Source: an optimization exercise on an open RTL-to-GDS flow (aim: small area, a short achievable clock period and few clock cycles). Production flows keep margins and buffers that such runs may drop. The RTL was checked by simulation tests, not by an equivalence proof against the original design. Power figures rest on the tool's default switching activity, not on a simulated workload.

==> run C: inputs <==
==> flow/design.v (excerpt) <==
module CHIP (	clk,
				rst_n,
				mem_read_D,
				mem_write_D,
				mem_addr_D,
				mem_wdata_D,
				mem_rdata_D,
				mem_ready_D,
				mem_read_I,
				mem_write_I,
				mem_addr_I,
				mem_wdata_I,
				mem_rdata_I,
				mem_ready_I,
				DCACHE_addr,
				DCACHE_wdata,
				DCACHE_wen
			);
Settings: LEC_CHECK=0, CAP_MARGIN=10, CORE_MARGIN=2, CORE_UTILIZATION=30, PLACE_DENSITY=0.5, SETUP_SLACK_MARGIN=5, SLEW_MARGIN=10; clock period 10.0 ns.
run.sh (not shown) runs the stock make flow with config.mk's settings and CLKGATE_MAP_FILE= SYNTH_SCRIPT=/design/flow/synth_recipe.tcl, a recipe that flattens the netlist after the stock synthesis.
==> run B: changes against run C <==
--- a/flow/design.v
+++ b/flow/design.v
@@ -36,15 +36,15 @@
 wire        if_hit;
 wire [31:0] if_word;
 wire [8:0]  if_coff;
 wire        if_ptk;
 wire        d_ren;
 wire [31:0] d_rdata;
 wire        d_stall;
-wire [5:0]  d_nset;
+wire [3:0]  d_nset;
 wire        ld_kill, ld_pend, ld_done, ld_busy;
 wire [31:0] ld_ddata;
 	RISCV_Pipeline i_RISCV(
 		.clk        (clk),
 		.rst_n      (rst_n),
 		.if_pc      (if_pc),
 		.if_hit     (if_hit),
@@ -109,15 +109,15 @@
     input              if_hit,
     input      [31:0]  if_word,
     input      [8:0]   if_coff,
     input              if_ptk,
     output             d_ren,
     output             d_wen,
     output     [29:0]  d_addr,
-    output     [5:0]   d_nset,      
+    output     [3:0]   d_nset,      
     output     [31:0]  d_wdata,
     input      [31:0]  d_rdata,
     input              d_stall,
     input              ld_kill,     
     input              ld_pend,     
     input              ld_done,     
     input      [31:0]  ld_ddata,
@@ -240,15 +240,15 @@
             for (k = 31; k >= dd; k = k - 1) begin
                 pg[k] = pg[k] | (pp[k] & pg[k-dd]);
                 pp[k] = pp[k] & pp[k-dd];
             end
         sum = (x ^ yy) ^ {pg[30:0], e_sub};
     end
     wire [7:0]  lsum = x[7:0] + e_imm[7:0];          
-    assign d_nset = lsum[7:2];
+    assign d_nset = lsum[7:4];
     wire        lt   = (x[31] ^ yy[31] ^ e_sub) ? x[31] : sum[31];
     wire        shl  = (e_f3 == 3'b001);
     reg  [31:0] xr;
     always @(*) for (k = 0; k < 32; k = k + 1) xr[k] = x[31-k];
     wire [31:0] sin  = shl ? xr : x;
     wire        sfill = e_f7 & x[31] & !shl;
     wire [31:0] sr   = $signed({sfill, sin}) >>> y[4:0];
@@ -396,15 +396,15 @@
     parameter IW = 1             
 )(
     input              clk,
     input              rst_n,
     input              proc_read,
     input              proc_write,
     input      [29:0]  proc_addr,
-    input      [5:0]   proc_nset,    
+    input      [3:0]   proc_nset,    
     input      [31:0]  proc_wdata,
     output     [31:0]  proc_rdata,
     output             proc_stall,
     output             ld_kill,
     output             ld_pend,
     output             ld_done,
     output     [31:0]  ld_ddata,
@@ -441,15 +441,15 @@
             if (wy[1]) plru_touch[2] = !wy[0];
             else       plru_touch[1] = !wy[0];
         end
     endfunction
     wire [27:0]   line = proc_addr[29:2];
     wire [1:0]    wsel = proc_addr[1:0];
     wire [IW-1:0] set  = line[IW-1:0];
-    wire [IW-1:0] nset = proc_nset[IW+1:2];
+    wire [IW-1:0] nset = proc_nset[IW-1:0];
     wire          acc  = proc_read || proc_write;
     reg  [RB-1:0] dreg;              
     wire          inreg = line[27:IW+LT] == dreg;
     wire [TW-1:0] ltag  = line[IW+LT-1:IW];
     reg  [TW-1:0] mt  [0:W-1];
     reg  [W-1:0]  mv;
     reg  [3:0]    mwv [0:W-1];
@@ -480,39 +480,24 @@
     reg          vc_v;               
     reg  [IW+1:0] vc_l;
     reg           sp_v;
     reg  [IW+1:0] sp_l;
     reg  [1:0]    sp_w;
     reg  [31:0]   sp_d;
     wire          fwd_fill = rd_act && mem_ready && pf_l == hl;
-    reg  [3:0]    r_ws;
-    reg  [4*S-1:0] r_sk;             
-    reg  [31:0]   rdm;
-    reg  [31:0]   rdw [0:W-1];
-    integer       s2;
-    always @(*) begin
-        rdm = 32'd0;
-        for (j = 0; j < 4; j = j + 1)
-            if (r_ws[j]) rdm = rdm | mem_rdata[32*j +: 32];
-        for (w = 0; w < W; w = w + 1) begin
-            rdw[w] = 32'd0;
-            for (s2 = 0; s2 < S; s2 = s2 + 1)
-                for (j = 0; j < 4; j = j + 1)
-                    if (r_sk[4*s2+j]) rdw[w] = rdw[w] | data[4*(S*w+s2)+j];
-        end
-    end
+    wire [31:0]   rdm = mem_rdata[32*wsel +: 32];
     reg  [31:0]   rdata;
     always @(*) begin
         rdata = 32'd0;
         for (w = 0; w < W; w = w + 1)
             if (h[w])
                 rdata = rdata |
                     (!wvs[w] ? rdm :
                      (sp_v && sp_l == {w[1:0], set} && sp_w == wsel) ? sp_d :
-                     rdw[w]);
+                     data[{w[1:0], set, wsel}]);
     end
     assign proc_rdata = rdata;
     wire sp_hold    = sp_v && rd_act && mem_ready && (sp_l != pf_l);
     wire vict_dirty = m_vd;
     wire alloc_ok   = !pq_v && !(vict_dirty && wbuf_v) && !(sp_v && sp_l == vl) &&
                       !(pf_v && pf_l == vl);
     wire alloc      = acc && !tmatch && inreg && alloc_ok && !(proc_write && sp_hold);
@@ -668,18 +653,14 @@
                 mt_n[w] = (alloc && vl == ls) ? ltag : (ta_v && ta_l == ls) ? ta_t : tag[ls];
             else
                 mt_n[w] = (alloc && vl == ln) ? ltag : (ta_v && ta_l == ln) ? ta_t : tag[ln];
             mwv_n[w] = proc_stall ? wv_n[ls] : wv_n[ln];
         end
     end
     always @(posedge clk) begin
-        if (!proc_stall) begin
-            r_ws <= 4'b0001 << proc_nset[1:0];
-            r_sk <= {{(4*S-1){1'b0}}, 1'b1} << {nset, proc_nset[1:0]};
-        end
         for (w = 0; w < W; w = w + 1) begin
             mt[w]  <= mt_n[w];
             mwv[w] <= mwv_n[w];
         end
         ta_l <= vl;
         ta_t <= ltag;
         if (rmove) dreg <= line[27:IW+LT];
CAP_MARGIN = 20   (was 10)
CORE_UTILIZATION = 60   (was 30)
PLACE_DENSITY = 0.75   (was 0.5)
SLEW_MARGIN = 20   (was 10)
==> run H: changes against run C <==
--- a/flow/design.v
+++ b/flow/design.v
@@ -481,27 +481,27 @@
     reg  [IW+1:0] vc_l;
     reg           sp_v;
     reg  [IW+1:0] sp_l;
     reg  [1:0]    sp_w;
     reg  [31:0]   sp_d;
     wire          fwd_fill = rd_act && mem_ready && pf_l == hl;
     reg  [3:0]    r_ws;
-    reg  [4*S-1:0] r_sk;             
+    reg  [S-1:0]  r_so;
     reg  [31:0]   rdm;
     reg  [31:0]   rdw [0:W-1];
     integer       s2;
     always @(*) begin
         rdm = 32'd0;
         for (j = 0; j < 4; j = j + 1)
             if (r_ws[j]) rdm = rdm | mem_rdata[32*j +: 32];
         for (w = 0; w < W; w = w + 1) begin
             rdw[w] = 32'd0;
             for (s2 = 0; s2 < S; s2 = s2 + 1)
                 for (j = 0; j < 4; j = j + 1)
-                    if (r_sk[4*s2+j]) rdw[w] = rdw[w] | data[4*(S*w+s2)+j];
+                    if (r_so[s2] && r_ws[j]) rdw[w] = rdw[w] | data[4*(S*w+s2)+j];
         end
     end
     reg  [31:0]   rdata;
     always @(*) begin
         rdata = 32'd0;
         for (w = 0; w < W; w = w + 1)
             if (h[w])
@@ -670,15 +670,15 @@
                 mt_n[w] = (alloc && vl == ln) ? ltag : (ta_v && ta_l == ln) ? ta_t : tag[ln];
             mwv_n[w] = proc_stall ? wv_n[ls] : wv_n[ln];
         end
     end
     always @(posedge clk) begin
         if (!proc_stall) begin
             r_ws <= 4'b0001 << proc_nset[1:0];
-            r_sk <= {{(4*S-1){1'b0}}, 1'b1} << {nset, proc_nset[1:0]};
+            r_so <= {{(S-1){1'b0}}, 1'b1} << nset;
         end
         for (w = 0; w < W; w = w + 1) begin
             mt[w]  <= mt_n[w];
             mwv[w] <= mwv_n[w];
         end
         ta_l <= vl;
         ta_t <= ltag;
CAP_MARGIN = 20   (was 10)
CORE_UTILIZATION = 40   (was 30)
PLACE_DENSITY = 0.6   (was 0.5)
SLEW_MARGIN = 20   (was 10)
==> run F: changes against run C <==
--- a/flow/design.v
+++ b/flow/design.v
@@ -481,27 +481,27 @@
     reg  [IW+1:0] vc_l;
     reg           sp_v;
     reg  [IW+1:0] sp_l;
     reg  [1:0]    sp_w;
     reg  [31:0]   sp_d;
     wire          fwd_fill = rd_act && mem_ready && pf_l == hl;
     reg  [3:0]    r_ws;
-    reg  [4*S-1:0] r_sk;             
+    reg  [S-1:0]  r_so;
     reg  [31:0]   rdm;
     reg  [31:0]   rdw [0:W-1];
     integer       s2;
     always @(*) begin
         rdm = 32'd0;
         for (j = 0; j < 4; j = j + 1)
             if (r_ws[j]) rdm = rdm | mem_rdata[32*j +: 32];
         for (w = 0; w < W; w = w + 1) begin
             rdw[w] = 32'd0;
             for (s2 = 0; s2 < S; s2 = s2 + 1)
                 for (j = 0; j < 4; j = j + 1)
-                    if (r_sk[4*s2+j]) rdw[w] = rdw[w] | data[4*(S*w+s2)+j];
+                    if (r_so[s2] && r_ws[j]) rdw[w] = rdw[w] | data[4*(S*w+s2)+j];
         end
     end
     reg  [31:0]   rdata;
     always @(*) begin
         rdata = 32'd0;
         for (w = 0; w < W; w = w + 1)
             if (h[w])
@@ -670,15 +670,15 @@
                 mt_n[w] = (alloc && vl == ln) ? ltag : (ta_v && ta_l == ln) ? ta_t : tag[ln];
             mwv_n[w] = proc_stall ? wv_n[ls] : wv_n[ln];
         end
     end
     always @(posedge clk) begin
         if (!proc_stall) begin
             r_ws <= 4'b0001 << proc_nset[1:0];
-            r_sk <= {{(4*S-1){1'b0}}, 1'b1} << {nset, proc_nset[1:0]};
+            r_so <= {{(S-1){1'b0}}, 1'b1} << nset;
         end
         for (w = 0; w < W; w = w + 1) begin
             mt[w]  <= mt_n[w];
             mwv[w] <= mwv_n[w];
         end
         ta_l <= vl;
         ta_t <= ltag;
CORE_UTILIZATION = 22   (was 30)
PLACE_DENSITY = 0.4   (was 0.5)
==> summary of the runs <==
- In run H the routed wire length is lower than in run F, by 16%.
- Fmax, highest first: run F, run C, run H, run B.
- First-iteration DRC count, highest first: run B, run H, run C, run F.
- In run F the non-clock buffer count is higher than in run B, by 35.
- In sequential power, run F and run B hardly differ.
- The lowest final cell count belongs to run B, the highest to run F.
- Against run B, the synthesized cell count of run F is lower by 2.0%.
- Against run B, the utilization of run F is lower by 42 points.
- The highest die area belongs to run F, the lowest to run B.
Testbench counts of run C, summed over its fixed seeds: cycles 12,711.
Testbench counts of run B, summed over its fixed seeds: cycles 12,711.
Testbench counts of run H, summed over its fixed seeds: cycles 12,711.
Testbench counts of run F, summed over its fixed seeds: cycles 12,711.

==> what the ideal ports hide <==
How much do the figures lean on ideal ports? The routed layouts below were timed once more, with nothing changed but the port constraints.
Step 1 (the two cells are an assumption about what drives the block):
set clk [get_ports {clk}]
set_driving_cell -lib_cell sky130_fd_sc_hd__clkbuf_16 $clk
set_driving_cell -lib_cell sky130_fd_sc_hd__buf_2 [delete_from_list [all_inputs] $clk]
Step 2 moves the port delays by t, midway between the first and last clock arrival at a register: inputs arrive t later, outputs are due t later. That takes back most of the time a late clock gives input paths.
Slacks: ideal ports / drivers / drivers and shift; pairs: ideal ports / drivers.
run	t, ns	setup WS [ns]	worst setup path after step 2	worst slew at a driven data input, ns	pins driven straight from the clock port
run C	1.127	4.973 / 4.973 / 4.002	input to register	0.27	1
run B	1.092	4.598 / 4.598 / 4.017	input to register	0.23	1
run H	1.126	4.968 / 4.968 / 4.017	input to register	0.14	1
run F	1.192	4.992 / 4.992 / 3.955	input to register	0.29	1
After both steps setup and hold are still met in every run listed. The setup slack of run F, which loses most, moves by 0.000 ns with the drivers and by -1.037 ns with both steps.
